Background: an optimization exercise with open tools, aiming at small area. Do not read the settings as production practice. Function was checked by simulation only, so behaviour that the tests miss may differ from the original. Power and IR drop assume default switching activity.

## design/flow/config.mk

```make
export PLATFORM = sky130hd
export DESIGN_NAME = safety_monitor
export DESIGN_NICKNAME = safety_monitor
export VERILOG_FILES = /design/flow/design.v
export SDC_FILE = /design/flow/constraint.sdc
export NUM_CORES = 4
export LEC_CHECK = 0
export CAP_MARGIN = 20
export CORE_MARGIN = 2
export CORE_UTILIZATION = 40
export PLACE_DENSITY = 0.6
export SLEW_MARGIN = 20
```

## design/flow/constraint.sdc

```tcl
create_clock -name core_clock -period 5.0 [get_ports {clk}]
set_input_delay 1.0000 -clock core_clock [delete_from_list [all_inputs] [get_ports {clk}]]
set_output_delay 1.0000 -clock core_clock [all_outputs]
set_load 0.01 [all_outputs]
```

## design/flow/design.v

```verilog
module safety_monitor (
    input         clk,
    input         rstn,                          
    input         laser_pulse,                   
    input         adc_sdo,                       
    input  [31:0] pulse_width_lower_limit,
    input  [31:0] pulse_width_upper_limit,
    input  [31:0] rate_lower_limit,
    input  [15:0] drive_current_limit,
    input  [2:0]  dynamic_control,               
    output        ta_shutdown,
    output        pulse_lower_limit_fail,
    output        pulse_upper_limit_fail,
    output        rate_lower_limit_fail,
    output        power_peak_current_limit_fail,
    output        adc_sck,
    output        adc_convert,
    output        start_timer,
    output        adc_data_valid,
    output [15:0] adc_data_value,
    output [15:0] peak_power_value
);
reg  [2:0] tc;
wire       tick = (tc == 3'd3);
always @(posedge clk or negedge rstn) begin
    if (!rstn) tc <= 3'd0;
    else       tc <= tc + 3'd1;
end
reg din_d, lp0, lp1, lp2, lp3, lp4, lp5;
always @(posedge clk) begin
    lp1   <= lp0;
    lp2   <= lp1;
    lp3   <= lp2;
    lp4   <= lp3;
    lp5   <= lp4;
end
localparam [2:0] S_PWRUP = 3'd0,
                 S_INIT = 3'd3,
                 S_IDLE = 3'd6,
                 S_CONV = 3'd4,
                 S_SCK = 3'd7,
                 S_REP = 3'd5,
                 S_DONE = 3'd1;
reg  [2:0]  state;
reg  [13:0] p;             
reg         convert_r;
reg         valid_r;
reg  [11:0] sr;            
reg  [11:0] old;           
reg  [11:0] final_v;       
reg  [11:0] peak;
wire pwrup       = (state == S_PWRUP);
wire laser_ready = !(pwrup && p[13:10] == 4'd0);
wire sck_low     = (state == S_SCK) && p[0];
wire early_startup = pwrup && (p[13:2] == 12'd0);
always @(posedge clk or negedge rstn) begin
    if (!rstn) begin
        din_d <= 1'b0;
        lp0   <= 1'b0;
    end else begin
        din_d <= laser_pulse & !early_startup;
        lp0   <= din_d;
    end
end
always @(posedge clk or negedge rstn) begin
    if (!rstn) begin
        state        <= S_PWRUP;
        p            <= 14'd0;
        convert_r    <= 1'b0;
        valid_r      <= 1'b0;
    end else begin
        valid_r <= 1'b0;
        case (state)
            S_PWRUP: begin
                if ((p & 14'd8330) == 14'd8330 && tc == 3'd1) begin
                    p     <= 14'd0;
                    state <= S_INIT;
                end else if (tc == 3'd7) p <= p + 14'd1;
            end
            S_INIT: begin
                if (!lp5 && lp0) state <= S_IDLE;
            end
            S_IDLE: begin
                if ((p & 14'd3001) == 14'd3001) begin
                    p         <= 14'd0;
                    convert_r <= 1'b0;
                    state     <= S_CONV;
                end else begin
                    p         <= p + 14'd1;
                    convert_r <= 1'b1;
                end
            end
            S_CONV: begin
                if ((p[4:0] & 5'd21) == 5'd21) begin
                    p[4:0]    <= 5'd0;
                    convert_r <= 1'b0;
                    state     <= S_SCK;
                end else p <= p + 14'd1;
            end
            S_SCK: begin
                if ((p[4:0] & 5'd29) == 5'd29) convert_r <= 1'b1;
                p <= p + 14'd1;
                if (p[4:0] == 5'd31) state <= S_REP;
            end
            S_REP: begin
                valid_r <= 1'b1;
                if (p[8:7] == 2'b11) begin
                    p     <= 14'd0;
                    state <= S_DONE;
                end else state <= S_CONV;
            end
            S_DONE: begin
                if (lp2 && !lp1) state <= S_INIT;
            end
            default: state <= S_PWRUP;
        endcase
    end
end
function automatic [11:0] avg12(input [11:0] x, input [11:0] y);
    integer i;
    reg c;
    reg [12:0] sum;
    begin
        c = 1'b0;
        for (i = 0; i < 12; i = i + 1) begin
            sum[i] = x[i] ^ y[i] ^ c;
            c = (x[i] & y[i]) | (x[i] & c) | (y[i] & c);
        end
        sum[12] = c;
        avg12 = sum[12:1];
    end
endfunction
always @(posedge clk) begin
    if (pwrup || (sck_low && p[4:1] != 4'd15)) sr <= {sr[10:0], adc_sdo & !pwrup};
end
always @(posedge clk) begin
    if (pwrup || state == S_REP) begin
        old     <= sr;
        final_v <= avg12(sr, old);
    end
end
wire [11:0] peak_next = lp0 ? final_v : (dynamic_control[2] ? 12'd0 : peak);
always @(posedge clk or negedge rstn) begin
    if (!rstn) peak <= 12'd0;
    else       peak <= peak_next;
end
assign adc_sck          = sck_low && (p[4:1] <= 4'd13);
assign adc_convert      = convert_r;
assign start_timer      = (state == S_IDLE);
assign adc_data_valid   = valid_r;
assign adc_data_value   = {4'd0, old & {12{valid_r}}};
assign peak_power_value = {4'd0, peak};
reg pchk, pfail, gt_r;
always @(posedge clk) gt_r <= ({4'd0, peak_next} > drive_current_limit);
always @(posedge clk or negedge rstn) begin
    if (!rstn) begin
        pchk  <= 1'b0;
        pfail <= 1'b0;
    end else begin
        if (pfail) begin
            if (dynamic_control[1] | dynamic_control[0]) pfail <= 1'b0;
        end else if (pchk) begin
            if (gt_r) begin
                pfail <= 1'b1;
                pchk  <= 1'b0;
            end
        end else if (!lp1 && lp0) pchk <= 1'b1;
    end
end
assign power_peak_current_limit_fail = pfail;
reg        acc;
reg        lpt, lpt_d;
reg [1:0]  mode;
reg        f_lo, f_up, f_rate;
localparam [1:0] M_IDLE = 2'd0, M_WIDTH = 2'd1, M_RATE = 2'd2, M_ARMED = 2'd3;
wire any_fail = f_lo | f_up | f_rate;
wire rise     = !lpt_d & lpt;
wire idle     = (mode == M_IDLE) || (mode == M_ARMED);
wire [1:0] idle_next = rise ? M_ARMED : M_IDLE;
reg [31:0] cn;
reg        rot_carry, rot_clr;
wire       cnt_load  = idle || (mode == M_RATE && lpt_d);
wire       clr_eff   = tick ? cnt_load : rot_clr;
wire [1:0] add_eff   = tick ? (idle ? 2'd2 : 2'd1) : {1'b0, rot_carry};
wire [4:0] slice_sum = {1'b0, (clr_eff ? 4'd0 : ~cn[3:0])} + {3'd0, add_eff};
always @(posedge clk) begin
    cn        <= {~slice_sum[3:0], cn[31:4]};
    rot_carry <= slice_sum[4];
    rot_clr   <= clr_eff;
end
function automatic le_chain(input [31:0] an, input [31:0] b, input cin);
    integer i;
    reg c;
    begin
        c = cin;
        for (i = 0; i < 32; i = i + 1)
            c = (an[i] & b[i]) | (an[i] & c) | (b[i] & c);
        le_chain = c;
    end
endfunction
wire count_gt_up = !le_chain(cn, pulse_width_upper_limit, 1'b1);
wire count_lt_lo =  le_chain(cn, pulse_width_lower_limit, 1'b0);
wire rate_c      =  le_chain(cn, rate_lower_limit, !lpt_d);   
always @(posedge clk or negedge rstn) begin
    if (!rstn) begin
        lpt    <= 1'b0;
        lpt_d  <= 1'b0;
        mode   <= M_IDLE;
        f_lo   <= 1'b0;
        f_up   <= 1'b0;
        f_rate <= 1'b0;
    end else if (tick) begin
        lpt   <= lp0 & laser_ready;
        lpt_d <= lpt;
        if (any_fail) begin
            if (mode[0]) begin
                f_lo   <= 1'b0;
                f_up   <= 1'b0;
                f_rate <= 1'b0;
                mode   <= idle_next;
            end else mode <= {1'b0, acc};
        end else begin
            case (mode)
                M_IDLE:  mode <= idle_next;
                M_ARMED: mode <= M_WIDTH;
                M_WIDTH: begin
                    if (!lpt_d) begin
                        if (count_gt_up) begin
                            f_up <= 1'b1;
                            mode <= {1'b0, acc};
                        end else if (count_lt_lo) begin
                            f_lo <= 1'b1;
                            mode <= {1'b0, acc};
                        end else mode <= M_RATE;
                    end
                end
                M_RATE: begin
                    if (lpt_d) begin
                        if (rate_c) begin
                            f_rate <= 1'b1;
                            mode   <= {1'b0, acc};
                        end else mode <= M_WIDTH;
                    end else if (!rate_c) mode <= idle_next;
                end
            endcase
        end
    end
end
always @(posedge clk) acc <= dynamic_control[0] | (acc & (tc != 3'd7));
assign pulse_lower_limit_fail = f_lo;
assign pulse_upper_limit_fail = f_up;
assign rate_lower_limit_fail  = f_rate;
assign ta_shutdown = f_lo | f_up | f_rate | pfail;
endmodule
```

## design/flow/flow/run.sh

```bash
#!/bin/bash
# Layout flow: the standard ORFS flow (standard.sh) with
#  - the standard synthesis, whose combinational logic is then re-mapped by
#    ABC for area (flip-flops untouched, see reopt.ys.in); four ABC scripts
#    (flow/area*.abc) are tried and the smallest netlist that meets timing
#    after layout is kept,
#  - buf_1 port buffers,
#  - a clock tree of clkbuf_4 without dummy loads,
#  - one tie cell for all constant outputs (no tie fanout repair).
# Each tool's output goes to its own log here; ORFS also keeps per-step logs
# under orfs/logs/.
set -euo pipefail
LIB=$FLOW_HOME/platforms/sky130hd/lib/sky130_fd_sc_hd__tt_025C_1v80.lib
R=orfs/results/sky130hd/safety_monitor/base
ARGS=(
  "SETUP_SLACK_MARGIN=0.15"
  "SKIP_REPAIR_TIE_FANOUT=1"
  "BUFFER_PORTS_ARGS=-buffer_cell sky130_fd_sc_hd__buf_1"
  "CTS_ARGS=-sink_clustering_enable -repair_clock_nets -dont_use_dummy_load -buf_list sky130_fd_sc_hd__clkbuf_4 -root_buf sky130_fd_sc_hd__clkbuf_4 -sink_clustering_size 40 -sink_clustering_max_diameter 200 -sink_buffer_max_cap_derate 1.0"
)
bash standard.sh "${ARGS[@]}" synth > synth.log 2>&1
cp $R/1_2_yosys.v 1_2_yosys.standard.v
python3 flow/libcomb.py $LIB comb_models.v > libcomb.log 2>&1
for k in 1 2 3 4; do
  sed -e "s#@LIB@#$LIB#g" -e "s#@IN@#1_2_yosys.standard.v#" -e "s#@OUT@#reopt_$k.v#" \
      -e "s#@TOP@#$FLOW_TOP#" -e "s#@ABC@#flow/area$k.abc#" -e "s#@STAT@#reopt_stat_$k.txt#" \
      flow/reopt.ys.in > reopt_$k.ys
  yosys -s reopt_$k.ys > reopt_$k.log 2>&1 &
done
wait
# candidates, smallest first; if the layout of one misses timing, the next
# one is laid out
cands=$(for k in 1 2 3 4; do echo "$(grep 'Chip area' reopt_stat_$k.txt | awk '{print $NF}') $k"; done | sort -g | awk '{print $2}')
n=0
for k in $cands; do
  n=$((n + 1))
  echo "laying out reopt_$k.v" >> reopt_choice.log
  cp reopt_$k.v $R/1_2_yosys.v
  rm -f $R/1_synth.* $R/2_* $R/3_* $R/4_* $R/5_* $R/6_*
  bash standard.sh "${ARGS[@]}" finish > flow_$n.log 2>&1
  ws=$(python3 -c "import json; print(json.load(open('orfs/logs/sky130hd/safety_monitor/base/6_report.json'))['finish__timing__setup__ws'])")
  echo "reopt_$k.v: setup slack $ws" >> reopt_choice.log
  if python3 -c "import sys; sys.exit(0 if float('$ws') >= 0.15 else 1)"; then break; fi
  if [ $n -ge 3 ]; then break; fi
done
```

## design/flow/flow/area1.abc

```
strash
&get -n
&st
&syn3
&dch -f
&nf -a -R 1000
&put
```

## design/flow/flow/area2.abc

```
strash
&get -n
&st
&deepsyn -T 30 -S 1
&dch -f
&nf -a -R 1000
&put
```

## design/flow/flow/area3.abc

```
strash
&get -n
&st
&deepsyn -T 30 -S 2
&dch -f
&nf -a -R 1000
&put
```

## design/flow/flow/area4.abc

```
strash
&get -n
&st
&deepsyn -T 30 -S 3
&dch -f
&nf -a -R 1000
&put
```

## design/flow/flow/libcomb.py

```python
#!/usr/bin/env python3
# Write Verilog models of the combinational cells of a liberty file (one
# output pin with a "function"), for yosys to flatten and re-map.
import re, sys
txt = open(sys.argv[1]).read()
out = open(sys.argv[2], 'w')
def conv(f):
    f = f.strip().strip('"')
    f = f.replace('!', '~').replace('*', '&').replace('+', '|')
    # implicit AND by whitespace between operands: "A B" -> "A & B"
    f = re.sub(r'([A-Za-z0-9_\)])\s+(?=[A-Za-z0-9_\(~])', r'\1 & ', f)
    return f
n = 0
for m in re.finditer(r'\n\s*cell\s*\(\s*"?([\w]+)"?\s*\)\s*\{', txt):
    name = m.group(1)
    start = m.end()
    # find end of the cell group by brace matching
    depth = 1; i = start
    while depth:
        c = txt[i]
        if c == '{': depth += 1
        elif c == '}': depth -= 1
        i += 1
    body = txt[start:i]
    if re.search(r'\b(ff|latch|statetable)\s*\(', body): continue
    pins = []
    for pm in re.finditer(r'\n\s*pin\s*\(\s*"?(\w+)"?\s*\)\s*\{', body):
        ps = pm.end(); d = 1; j = ps
        while d:
            c = body[j]
            if c == '{': d += 1
            elif c == '}': d -= 1
            j += 1
        pb = body[ps:j]
        dm = re.search(r'direction\s*:\s*"?(\w+)"?', pb)
        fm = re.search(r'\n\s*function\s*:\s*"([^"]*)"', pb)
        pins.append((pm.group(1), dm.group(1) if dm else None, fm.group(1) if fm else None))
    outs = [p for p in pins if p[1] == 'output']
    ins = [p for p in pins if p[1] == 'input']
    if not outs or any(o[2] is None for o in outs) or not ins: continue
    out.write('module %s(%s);\n' % (name, ', '.join([p[0] for p in ins] + [o[0] for o in outs])))
    for p in ins: out.write('  input %s;\n' % p[0])
    for o in outs: out.write('  output %s;\n  assign %s = %s;\n' % (o[0], o[0], conv(o[2])))
    out.write('endmodule\n')
    n += 1
sys.stderr.write('%d combinational cells\n' % n)
```

## design/flow/flow/reopt.ys.in

```
# Re-map the combinational logic of the standard synthesis for area. The
# flip-flop instances are left as they are (liberty cells read as black
# boxes); the combinational cells are read as their liberty functions.
read_liberty -lib @LIB@
read_verilog -overwrite comb_models.v
read_verilog @IN@
hierarchy -top @TOP@
flatten
opt -purge
techmap
opt -fast
abc -liberty @LIB@ -dont_use *probe* -dont_use *lpflow* -script @ABC@
opt_clean -purge
hilomap -singleton -hicell sky130_fd_sc_hd__conb_1 HI -locell sky130_fd_sc_hd__conb_1 LO
splitnets
opt_clean -purge
tee -o @STAT@ stat -liberty @LIB@
write_verilog -noattr -noexpr -nohex -nodec @OUT@
```

## design/flow/standard.sh

```bash
#!/bin/bash
# synth_recipe.tcl (not shown) runs the flow's synth.tcl, then flattens the netlist and writes it again
# the make line also repeats each setting of config.mk as NAME=value (left out here)
make -C /OpenROAD-flow-scripts/flow DESIGN_CONFIG=/design/flow/config.mk WORK_HOME=/design/flow/orfs CLKGATE_MAP_FILE= SYNTH_SCRIPT=/design/flow/synth_recipe.tcl "${@:-finish}"
```

==> notes.md, run 1 <==
- Buffers inserted to repair hold after CTS numbered 0.
- The global-route wire length before repair is 22000 um.
- For this run, the top clock speed supported by timing is ~210 MHz.
- The share of post-route cells with drive strength above 1 is under 10%.
- Across the run, the number of max-cap violations was 0.
- The transition time at the pin with the least slew margin is between 0.6 and 0.7 ns.
- The maximum vdd ir drop is about 180 uV.
- Once placement finished, the instance area stood at ~6300 um^2.
- The starting density of the core is between 40% and 50%.
- No sink is reached through more buffers than the 2 on the longest clock path.
- The minimum period implied by the final worst setup slack is 4.67 ns.
- TritonCTS built the clock tree.
- The initial antenna violation count was 1.
- After routing the design area is about 6400 um^2.
- Setup repair after global routing could not meet its margin everywhere.
- The synthesis-to-layout area growth is 18.7%.
- After floorplanning, the core was sized to cover between 10000 and 15000 um^2.
- The HPWL after detailed placement is approximately 10000 um.
- For this run, the post-layout net count is between 800 and 900.
- Along the worst path, the maximum fanout reaches 3.
- The CTS root buffer is sky130_fd_sc_hd__clkbuf_4.
- For the worst setup path, the data required time is 5.26 ns.
- The period utilization is ~93%.
- The final hold violation count is 0.
- The number of cells on the worst hold path is 0.
- The worst slack after detailed placement is -0.210 ns.
- For this run the aggregate overflow at the end of global routing stands at 0.
- The static leakage is between 0.002 and 0.0025 uW.
- Port buffering added about 150 buffers.
- The startpoint type of the worst setup path is a flop.
- The site row count is 42.
- The final antenna-violating net count is 0.
- For this run, the total global-route usage over all layers was measured as a little under a fifth.
- Summing every instance area after synthesis gives 5430 um^2.
- The length in cells of the worst reg-to-reg path is 12.
- The final setup skew is 0.0376 ns.
- The fill cell instance count of the final layout is 1303.
- The clock latency at the later pin of the worst-skew pair is between 0.5 and 0.6 ns.
- The count of clock tree sinks is approximately 120.
- The utilization after layout is 48.7%.
- The number of endpoints failing setup at the final stage is 0.
- The clock input transition at the sequential cells of the worst setup and hold paths is 0.11 ns.
- When the netlist entered floorplanning its net count stood at roughly 640.
- The via count of the first global-routing pass came to between 4000 and 5000.
- The total number of vias is between 4000 and 5000.
- The final standard cell count with taps included and fillers excluded is approximately 870.
- The top-level I/O count is 160.
- The setup path with the least slack is of type flop to flop.
- The worst hold path belongs to the class flop to flop.
- Across all register-to-register paths, the minimum setup slack is approximately 0.33 ns.
- The last weighted congestion value of the routability-driven placer is just under 0.9.
- The H-tree generated during clock tree synthesis spans 4 levels.
- The count of synthesis-stage warnings from yosys is 1.
- Across all setup checks in the final design, the least slack found is approximately 0.33 ns.
- Dividing the detail-routed via count by the number of cells gives 5.62.
- The power density over the cells is ~240 nW/um^2.
- The area of the die is roughly 15000 um^2.
- Each instance of the synthesized netlist takes up on average about 11 um^2.
- Counting tap cells, the placed design contains a total of between 800 and 900 instances.
- The detailed-router iteration count before antenna repair is 4.
- For the worst setup path, the data arrival time is ~5 ns.
- Headroom to the max-slew limit came out at a little under three fifths.
- The total count of max-transition violations in the final report is 0.
- The overall die height is 121 um.
- The die is 121 um wide.
- The flow ran to the end and the layout has no timing, DRC or antenna violations.
- The pin count of the biggest net entering global routing is 46.
- For this block, the routed nets add up to ~14000 um of wire.
- The average wire length per cell after detail routing is 15.9 um.
- The critical path endpoint category is a flop.
- Synthesis produced a netlist whose cell count is 516.
- After detailed routing, the number of remaining DRC violations is 0.
- The number of DRC markers in iteration 0 is approximately 350.
- The total power is about 1600 uW.
- The total CTS buffers is 17.
## stage by stage
step                hold slack [ns]  TNS, ns
CTS                           0.340        0
finish                        0.338        0
global placement              0.315   -0.130
global route                  0.353        0
floorplan                     0.310        0
detailed placement            0.320   -0.251
## power breakdown
group | internal [uW] | switching, uW | total [uW]
combinational | 32.9 | 46.5 | 79.4
clock | 155 | 293 | 448
sequential | 1020 | 3.52 | 1020
total | 1210 | 343 | 1550
## final timing paths
kind / start / to
hold reg to reg: lp4 / lp5
min in group asynchronous: rstn / p[0]
setup / recovery: sr[1] / final_v[11]
hold / removal: lp4 / lp5
setup reg to reg: sr[1] / final_v[11]
max in group asynchronous: rstn / mode[1]
## metal layers
layer  track usage [%]  wire (um)  up-vias  share of wire (%)
met5                 0          0        -                  0
met4              7.41        279        0                2.0
met3              4.67        912       24                6.6
met2              31.0       6580      182                 47
met1              24.8       6080     2315                 44
li1                  -          -     2362                  -
## final cells by class
class | instances | area, um^2 | share of cell area [%]
multi-input cells | 377 | 2370 | 36.8
flip-flops and latches | 122 | 3030 | 47.0
inverters | 17 | 63.8 | 0.990
diodes | 1 | 2.50 | 0.0388
clock buffers | 17 | 128 | 1.98
well taps | 176 | 220 | 3.42
repair buffers | 159 | 628 | 9.75
## sequential cells by signal (all words and copies together) (netlist names), 2 cells and up
register,flops
peak,12
p,14
state,3
old,12
final_v,12
mode,2
sr,12
tc,3
cn,32
## layout by cell type (no fill, tap or decap), types with 5 or more instances in the layout
cell type	count
sky130_fd_sc_hd__xnor2_1	22
sky130_fd_sc_hd__dfrtp_1	45
sky130_fd_sc_hd__nor4_1	5
sky130_fd_sc_hd__nand2b_1	7
sky130_fd_sc_hd__a22oi_1	36
sky130_fd_sc_hd__nor2_1	34
sky130_fd_sc_hd__dfxtp_1	40
sky130_fd_sc_hd__and3_1	6
sky130_fd_sc_hd__clkinv_1	17
sky130_fd_sc_hd__maj3_1	6
sky130_fd_sc_hd__o22ai_1	38
sky130_fd_sc_hd__o221ai_1	7
sky130_fd_sc_hd__a21oi_1	31
sky130_fd_sc_hd__nor3_1	13
sky130_fd_sc_hd__edfxtp_1	36
sky130_fd_sc_hd__o21ai_1	7
sky130_fd_sc_hd__buf_4	8
sky130_fd_sc_hd__o21ai_0	39
sky130_fd_sc_hd__maj3_2	5
sky130_fd_sc_hd__nand2_1	36
sky130_fd_sc_hd__clkbuf_4	17
sky130_fd_sc_hd__buf_1	150
sky130_fd_sc_hd__and2_0	16
sky130_fd_sc_hd__nand3_1	5
sky130_fd_sc_hd__a221oi_1	12
## critical path, cell delays in order, from the launching register on
cell and delay [ns]:
sky130_fd_sc_hd__edfxtp_1 0.47, sky130_fd_sc_hd__xor2_2 0.19, sky130_fd_sc_hd__a21oi_2 0.09, sky130_fd_sc_hd__maj3_1 0.40
sky130_fd_sc_hd__maj3_2 0.35, sky130_fd_sc_hd__maj3_1 0.40, sky130_fd_sc_hd__maj3_1 0.41, sky130_fd_sc_hd__maj3_2 0.35
sky130_fd_sc_hd__maj3_2 0.34, sky130_fd_sc_hd__maj3_2 0.34, sky130_fd_sc_hd__maj3_2 0.33, sky130_fd_sc_hd__maj3_1 0.39
sky130_fd_sc_hd__maj3_1 0.38
## repair_timing
action                     4_1_cts  5_1_grt
pin swaps                        1        6
gates resized for setup          3       13
buffers inserted                 1        1
setup endpoints to repair        1        4
==> inputs of run 2 (changes only) <==
--- a/design/flow/flow/run.sh
+++ b/design/flow/flow/run.sh
@@ -16,7 +16,7 @@
   "SETUP_SLACK_MARGIN=0.15"
   "SKIP_REPAIR_TIE_FANOUT=1"
   "BUFFER_PORTS_ARGS=-buffer_cell sky130_fd_sc_hd__buf_1"
-  "CTS_ARGS=-sink_clustering_enable -repair_clock_nets -dont_use_dummy_load -buf_list sky130_fd_sc_hd__clkbuf_4 -root_buf sky130_fd_sc_hd__clkbuf_4 -sink_clustering_size 40 -sink_clustering_max_diameter 200 -sink_buffer_max_cap_derate 1.0"
+  "CTS_ARGS=-repair_clock_nets -dont_use_dummy_load -buf_list sky130_fd_sc_hd__clkbuf_4 -root_buf sky130_fd_sc_hd__clkbuf_4 -sink_clustering_size 40 -sink_clustering_max_diameter 200"
 )
 bash standard.sh "${ARGS[@]}" synth > synth.log 2>&1
 cp $R/1_2_yosys.v 1_2_yosys.standard.v
==> run 2 against run 1 <==
Against the previous run:
- largest power group unchanged
- critical path type unchanged
- clock power is essentially flat
- non-clock buffer count is 3 higher
- sequential share of layout area is 0.072 points lower
- largest cell class unchanged
==> notes.md, run 2 <==
- The run finished with no timing, DRC or antenna violations.
- The minimum period implied by the final worst setup slack is between 4 and 5 ns.
- Between clock sinks in the finished design, the worst skew comes to between 0.04 and 0.05 ns.
- The final routed DRC violation total is 0.
- The count of nets left with antenna violations once routing finished came out at 0.
- The core area is 13200 um^2.
- Across the VDD grid, the largest voltage drop is ~150 uV.
- The most common library cell in the layout ignoring fill and taps is sky130_fd_sc_hd__buf_1.
- The count of synthesis-stage warnings from yosys is 1.
- Buffers inserted during clock tree synthesis total 17.
- The cell count after synthesis is 520.
- Dividing the final minimum period by the clock period gives 93.8%.
- Dividing the detail-routed wire length by the instance count gives approximately 16 um.
- Compared with the post-synthesis result, the final layout area differs by 19.1%.
- The worst setup path is launched from a flop.
- Once the floorplan was initialized, standard cells occupied 40.9% of the core.
- The first TritonRoute pass finished after 5 iterations.
- Of all nets on the critical path, the largest fanout is 3.
- The average instance in the mapped netlist occupies 10.4 um^2.
- The power density over the cells is ~240 nW/um^2.
- The top-level I/O count is 160.
- CTS built an H-tree with a depth of 4.
- The library cells used most frequently in the layout, excluding fill and tap cells, are 150 x sky130_fd_sc_hd__buf_1, 45 x sky130_fd_sc_hd__dfrtp_1, 40 x sky130_fd_sc_hd__nor2_1, 40 x sky130_fd_sc_hd__a22oi_1.
- STA classifies the critical path endpoint as a flop.
- The share of post-route cells with drive strength above 1 is about 6.2%.
- The startpoint-to-endpoint class of the critical path is flop to flop.
- The die is ~120 um wide.
- No sink is reached through more buffers than the 2 on the longest clock path.
- Overall power consumption after layout is estimated at roughly 1600 uW.
- Once detailed placement completed, the half-perimeter wirelength came to roughly 11000 um.
- In this run the vertical extent of the chip is between 100 and 150 um.
- The final global-route overflow total is 0.
- The clock input transition at the sequential cells of the worst setup and hold paths is around 0.11 ns.
- When the netlist entered floorplanning its net count stood at 639.
- Counting the fill cells in the layout gives about 1300.
- The initial antenna violation count is 0.
- In the final layout, the registers with the most flip-flops are cn (32), p (14).
- Across all layers, the routed design uses slightly below 5000 vias.
- After detailed placement, the design holds a cell count of around 860.
- The kind of path behind the tightest hold check is flop to flop.
- The final hold violation count came to 0.
- In this run, the number of DRC markers left after iteration 0 of detailed routing was approximately 280.
- Static timing analysis puts the maximum clock frequency at 213 MHz.
- The data required time of the critical path is ~5.3 ns.
- Data on the critical path arrives at its endpoint at ~5 ns.
- The count of clock tree sinks is 122.
- Using the TritonRoute via totals, the vias-per-cell ratio works out to about 5.6.
- TritonCTS built the clock tree.
- The total count of max-transition violations in the final report is 0.
- Routability-driven placement finished with a final weighted congestion of approximately 0.9.
- Setup violations remaining at the end of the flow were counted as 0.
- In this run, post-CTS hold repair placed 0 buffers.
- Setup repair after global routing could not meet its margin everywhere.
- The number of flip-flops in the largest register is 32.
- The total of buffers placed on input and output ports is about 150.
- The combined global-route utilization of all metal layers is roughly 20%.
- The tool flagged a number of max-cap violations equal to 0.
- In this run the core area contains 42 standard-cell rows.
- The clock latency at the later pin of the worst-skew pair is 0.52 ns.
- In this run the tightest slew margin relative to its limit is 55.9%.
- The CTS root buffer is sky130_fd_sc_hd__clkbuf_4.
- The aggregate routed wire length is 14400 um.
- The synthesized area is between 5000 and 6000 um^2.
- The register with the most flip-flops is cn.
- The via count of the first global-routing pass was approximately 4800.
- The area of the die is around 14000 um^2.
- At the end of the flow, the number of nets in the layout was approximately 800.
- The multi-input combinational cells in the finished layout cover a total of ~2400 um^2.
- At the pin with the least slew margin, the transition time is between 0.6 and 0.7 ns.
- The register cell area after layout is 3030 um^2.
- The final standard cell count with taps included and fillers excluded is approximately 900.
- Entering global routing, the biggest net connects 46 pins.
- The number of antenna diodes in the final layout is 0.
- The global-route wire length before repair is between 20000 and 25000 um.
- The static leakage is 0.00244 uW.
- The worst hold slack after final layout is between 0.3 and 0.4 ns.
==> run 2: cell type report <==
cell class,count,area share [%]
clock buffer,17,1.98
sequential,122,46.9
multi-input combinational,381,36.6
timing repair buffer,162,10.1
tap,176,3.41
inverter,17,0.988
==> run 2: per-stage QoR <==
stage	TNS (ns)	cell area (um^2)	util, %	setup WS (ns)
after global routing	0	6460	48.8	0.143
after floorplan	0	5430	-	0.210
after detailed placement	-0.187	6280	47.4	-0.155
after CTS	0	6420	48.5	0.212
final	0	6460	48.8	0.311
after global placement	-0.0674	6280	47.4	-0.0674
==> run 2: worst max-delay path, stage by stage, from the launching register on <==
cell and delay (ns):
sky130_fd_sc_hd__edfxtp_1 0.45, sky130_fd_sc_hd__xor2_2 0.23, sky130_fd_sc_hd__a21oi_2 0.09, sky130_fd_sc_hd__maj3_1 0.40
sky130_fd_sc_hd__maj3_1 0.41, sky130_fd_sc_hd__maj3_2 0.34, sky130_fd_sc_hd__maj3_1 0.40, sky130_fd_sc_hd__maj3_2 0.35
sky130_fd_sc_hd__maj3_2 0.34, sky130_fd_sc_hd__maj3_2 0.34, sky130_fd_sc_hd__maj3_2 0.34, sky130_fd_sc_hd__maj3_1 0.40
sky130_fd_sc_hd__maj3_1 0.37
==> run 2: worst paths after layout <==
kind                       startpoint  slack [ns]           to  cells past startpoint
min in group asynchronous        rstn        0.56         p[4]                      2
hold reg to reg                   lp3        0.33          lp4                      0
setup / recovery               old[1]        0.31  final_v[11]                     12
hold / removal                    lp3        0.33          lp4                      0
max in group asynchronous        rstn        3.98      mode[0]                      2
setup reg to reg               old[1]        0.31  final_v[11]                     12
==> run 2: what timing repair did <==
action | in CTS | in global routing
gates resized for setup | 3 | 13
endpoints found under the hold margin | 0 | 0
pin swaps | 1 | 10
setup buffers | 1 | 2
endpoints found under the setup margin | 1 | 3
==> run 2: where the power goes <==
part	switching, uW	total, uW	internal [uW]
clock network	295	450	155
logic	51.3	85.0	33.7
registers	1.37	1020	1020
total	348	1560	1210
==> run 2: layer usage <==
metal	GRT usage (%)	vias up	share of wire, %
met1	23.5	2317	43
li1	-	2367	-
met2	33.8	182	48
met4	6.47	0	1.3
met5	0	-	0
met3	7.64	13	7.8
==> inputs of run 3 (changes only) <==
--- a/design/flow/flow/run.sh
+++ b/design/flow/flow/run.sh
@@ -16,7 +16,7 @@
   "SETUP_SLACK_MARGIN=0.15"
   "SKIP_REPAIR_TIE_FANOUT=1"
   "BUFFER_PORTS_ARGS=-buffer_cell sky130_fd_sc_hd__buf_1"
-  "CTS_ARGS=-repair_clock_nets -dont_use_dummy_load -buf_list sky130_fd_sc_hd__clkbuf_4 -root_buf sky130_fd_sc_hd__clkbuf_4 -sink_clustering_size 40 -sink_clustering_max_diameter 200"
+  "CTS_ARGS=-sink_clustering_enable -repair_clock_nets -dont_use_dummy_load -buf_list sky130_fd_sc_hd__clkbuf_4 -root_buf sky130_fd_sc_hd__clkbuf_4 -sink_clustering_size 40 -sink_clustering_max_diameter 200 -sink_clustering_levels 1"
 )
 bash standard.sh "${ARGS[@]}" synth > synth.log 2>&1
 cp $R/1_2_yosys.v 1_2_yosys.standard.v
==> run 3 against run 2 <==
Against the previous run:
- sequential power rose by 4%
- wire length increased by 0.56%
- global-route usage is 0.24 points lower
- critical path depth increased by 18
- largest cell class unchanged
- first-iteration DRC count increased by 30%
- via count grew 3.0%
- non-clock buffer count decreased by 3
- count of clock-buffer cells in the layout did not move
- highest routed layer unchanged
==> notes.md, run 3 <==
- 160 I/O pins were placed.
- Based on the critical path, the design can be clocked at up to 220 MHz.
- The average size of a mapped cell is approximately 10 um^2.
- The synthesized area is approximately 5400 um^2.
- The last weighted congestion value of the routability-driven placer is around 0.85.
- The final layout contains around 800 nets.
- The part of the power in registers is 63.7%.
- Dividing the detail-routed via count by the number of cells gives a little under 6.
- The launch point of the worst reg-to-reg path is cn[2].
- The root buffer cell chosen for the clock tree is sky130_fd_sc_hd__clkbuf_4.
- The placed instance area is around 6300 um^2.
- Counting stages on the worst path, the most repeated cell is sky130_fd_sc_hd__a21oi_1.
- The worst setup path is captured at a flop.
- The internal power of the cells totals between 1000 and 1500 uW.
- Setup repair after global routing left no endpoint under its margin.
- Entering global routing, the biggest net connects 46 pins.
- The routed length on met3 is 1050 um.
- The starting density of the core is a little over 40%.
- The core area is ~13000 um^2.
- The share of post-route cells with drive strength above 1 is under 10%.
- The H-tree depth is 4.
- The final instance area is 6450 um^2.
- Combinational logic is responsible for under 10% of the overall power.
- In the layout the commonest cells are 150 x sky130_fd_sc_hd__buf_1, 45 x sky130_fd_sc_hd__dfrtp_1, 42 x sky130_fd_sc_hd__a21oi_1.
- Synthesis produced a netlist with a net count of 639.
- The total routed wire length on the met1 layer is roughly 6400 um.
- The total CTS buffers is 17.
- Setup violations remaining at the end of the flow were counted as 0.
- The register with the most flip-flops is cn.
- The completed layout was analyzed and its total power is 1660 uW.
- The aggregate routed wire length is approximately 14000 um.
- The number of violations of the max-capacitance limit is 0.
- The first global-routing pass estimated around 23000 um of wire.
- In this run the core area contains 42 standard-cell rows.
- The initial antenna violation count is 0.
- The clock group share of total power is between 20% and 30%.
- The fill cell instance count of the final layout is between 1000 and 1500.
- STA classifies the critical path startpoint as an input port.
- The final standard cell count with taps included and fillers excluded is a little under 900.
- In this run switching power makes up between 20% and 30% of total power.
- The count of synthesis-stage warnings from yosys is 1.
- The clock latency at the later pin of the worst-skew pair is roughly 0.52 ns.
- The via count of the first global-routing pass is ~4800.
- The transition time at the pin with the least slew margin is approximately 0.66 ns.
- The overall die height is around 120 um.
- Global routing used approximately 20% of the available tracks.
- The kind of path behind the tightest hold check is flop to flop.
- Counting along the longest clock path gives a buffer depth of 2.
- Before CTS, the worst setup slack after placement is -0.345 ns.
- For this design the ratio of total power to cell area is between 200 and 300 nW/um^2.
- The total of buffers placed on input and output ports is roughly 150.
- The horizontal extent of the die is ~120 um.
- The critical path is of the input port to flop type.
- The number of DRC markers in iteration 0 is around 370.
- The area of the die is between 10000 and 15000 um^2.
- The number of flip-flops in the largest register is 32.
- For this run, design rule violations remaining after detail routing come to 0.
- 0 antenna diodes ended up in the layout.
- The total negative slack is 0 ns.
- The detail route stage leaves a number of antenna-violating nets equal to 0.
- The most common library cell in the layout ignoring fill and taps is sky130_fd_sc_hd__buf_1.
- The clock input transition at the sequential cells of the worst setup and hold paths is around 0.090 ns.
- The net switching power of the design is just over 400 uW.
- The total count of max-transition violations in the final report is 0.
- TritonCTS built the clock tree.
- The setup slack after layout is around 0.45 ns.
- The highest signal layer in the routed design is met4.
- The worst pin sits at a relative slew slack of about 55%.
- The cell count after synthesis is 520.
- Detailed routing inserted a total of between 5000 and 6000 vias.
- The cell with the largest stage delay on the worst path is sky130_fd_sc_hd__or3_4.
- Dividing the final minimum period by the clock period gives ~90%.
- The final hold violation count is 0.
- The count of clock tree sinks is between 100 and 150.
- Relative to the synthesized area, the layout overhead comes to 19.1%.
- In this run, placement finished with an instance count of between 800 and 900.
- The HPWL after detailed placement is 10800 um.
- The first TritonRoute pass finished after 7 iterations.
- The hold buffer count at CTS is 0.
- For the worst setup path, the data required time is ~5.4 ns.
- The average wire length per cell after detail routing is ~17 um.
- The source of the worst hold timing path is lp4.
- The worst-case IR drop observed on VDD is between 150 and 200 uV.
- At the worst endpoint, the arrival time is a little under 5 ns.
- In this run the worst path has a maximum fanout of 2.
- The flow ran to the end and the layout has no timing, DRC or antenna violations.
- The static leakage is 0.00241 uW.
- The final setup skew is 0.0316 ns.
- The routed length on met2 is ~7000 um.
- The maximum single-stage delay on the critical path is approximately 0.4 ns.
- The start point of the critical path is pulse_width_upper_limit[2].
- After global routing the overflow that remains totals 0.
- The smallest clock period supported by the final layout is computed as roughly 4.6 ns.
- In the final layout, the registers with the most flip-flops are cn (32), p (14).
==> run 3: timing repair <==
| item | in CTS | in global routing |
|---|---|---|
| pin swaps | 0 | 15 |
| endpoints found under the setup margin | 1 | 3 |
| resized for setup | 0 | 20 |
| buffers inserted | 1 | 0 |
==> run 3: layout make-up <==
type / count / area, um^2 / share of cell area, %
sequential: 122 / 3030 / 47.0
multi-input combinational: 380 / 2380 / 36.9
timing repair buffer: 159 / 628 / 9.74
tap: 176 / 220 / 3.41
clock buffer: 17 / 128 / 1.98
inverter: 18 / 67.6 / 1.05
==> run 3: worst paths after layout <==
path,slack [ns],depth (start not counted),end
min reg2reg,0.34,0,lp5
max in group asynchronous,4.00,2,peak[10]
max,0.45,30,mode[0]
min in group asynchronous,0.58,2,peak[6]
max reg2reg,0.54,29,mode[0]
min,0.34,0,lp5
==> run 3: power by group through the flow <==
| stage | clock [uW] | sequential (uW) | combinational, uW |
|---|---|---|---|
| after global placement | 0 | 1080 | 140 |
| final | 451 | 1060 | 149 |
| after global routing | 514 | 1060 | 165 |
| after CTS | 480 | 1050 | 146 |
| after floorplan | 0 | 1070 | 62.1 |
| after detailed placement | 0 | 1080 | 145 |
==> run 3: stage by stage <==
step	hold slack [ns]	util, %
6_report	0.338	48.7
5_1_grt	0.354	48.7
4_1_cts	0.342	48.2
3_5_place_dp	0.317	47.2
3_3_place_gp	0.312	47.2
2_1_floorplan	0.310	-
==> run 3: metal layers <==
layer / vias up / GRT usage [%]
met5: - / 0
li1: 2396 / -
met3: 15 / 5.90
met2: 217 / 33.1
met1: 2396 / 24.4
met4: 0 / 7.05
==> run 3: worst max-delay path: cells and delay by family <==
family | cells | cell delay [ns]
AOI/OAI and AO/OA | 26 | 3.19
buffers and inverters | 1 | 0.11
and+or+nand+nor | 3 | 0.69

==> what the ideal ports hide <==
Ports are ideal in the flow. The routed layouts listed here were re-timed in OpenROAD. Step 1 (the two cells are an assumption about what drives the block):
set clk [get_ports {clk}]
set_driving_cell -lib_cell sky130_fd_sc_hd__clkbuf_16 $clk
set_driving_cell -lib_cell sky130_fd_sc_hd__buf_2 [delete_from_list [all_inputs] $clk]
Step 2 times the ports against the registers' clock, not the clock port: input delays grow and output delays shrink by t, the midpoint of the rising clock arrivals with the driver on. a / b / c = no drivers / after step 1 / after step 2; a / b = the first two.
| run | t, ns | slack for setup (ns) | hold WS [ns] | latest minus earliest clock arrival (ns) | worst data-port slew with drivers (ns) |
|---|---|---|---|---|---|
| run 1 | 0.526 | 0.327 / 0.327 / -0.158 | 0.338 / 0.338 / 0.338 | 0.040 / 0.039 | 0.05 |
| run 2 | 0.537 | 0.311 / 0.311 / -0.086 | 0.327 / 0.327 / 0.327 | 0.044 / 0.044 | 0.06 |
| run 3 | 0.532 | 0.446 / 0.457 / -0.075 | 0.338 / 0.338 / 0.338 | 0.039 / 0.039 | 0.05 |
With both steps, setup timing fails in every run listed, where it was met with ideal ports. The setup slack of run 3, which loses most, moves by +0.011 ns with the drivers and by -0.521 ns with both steps.
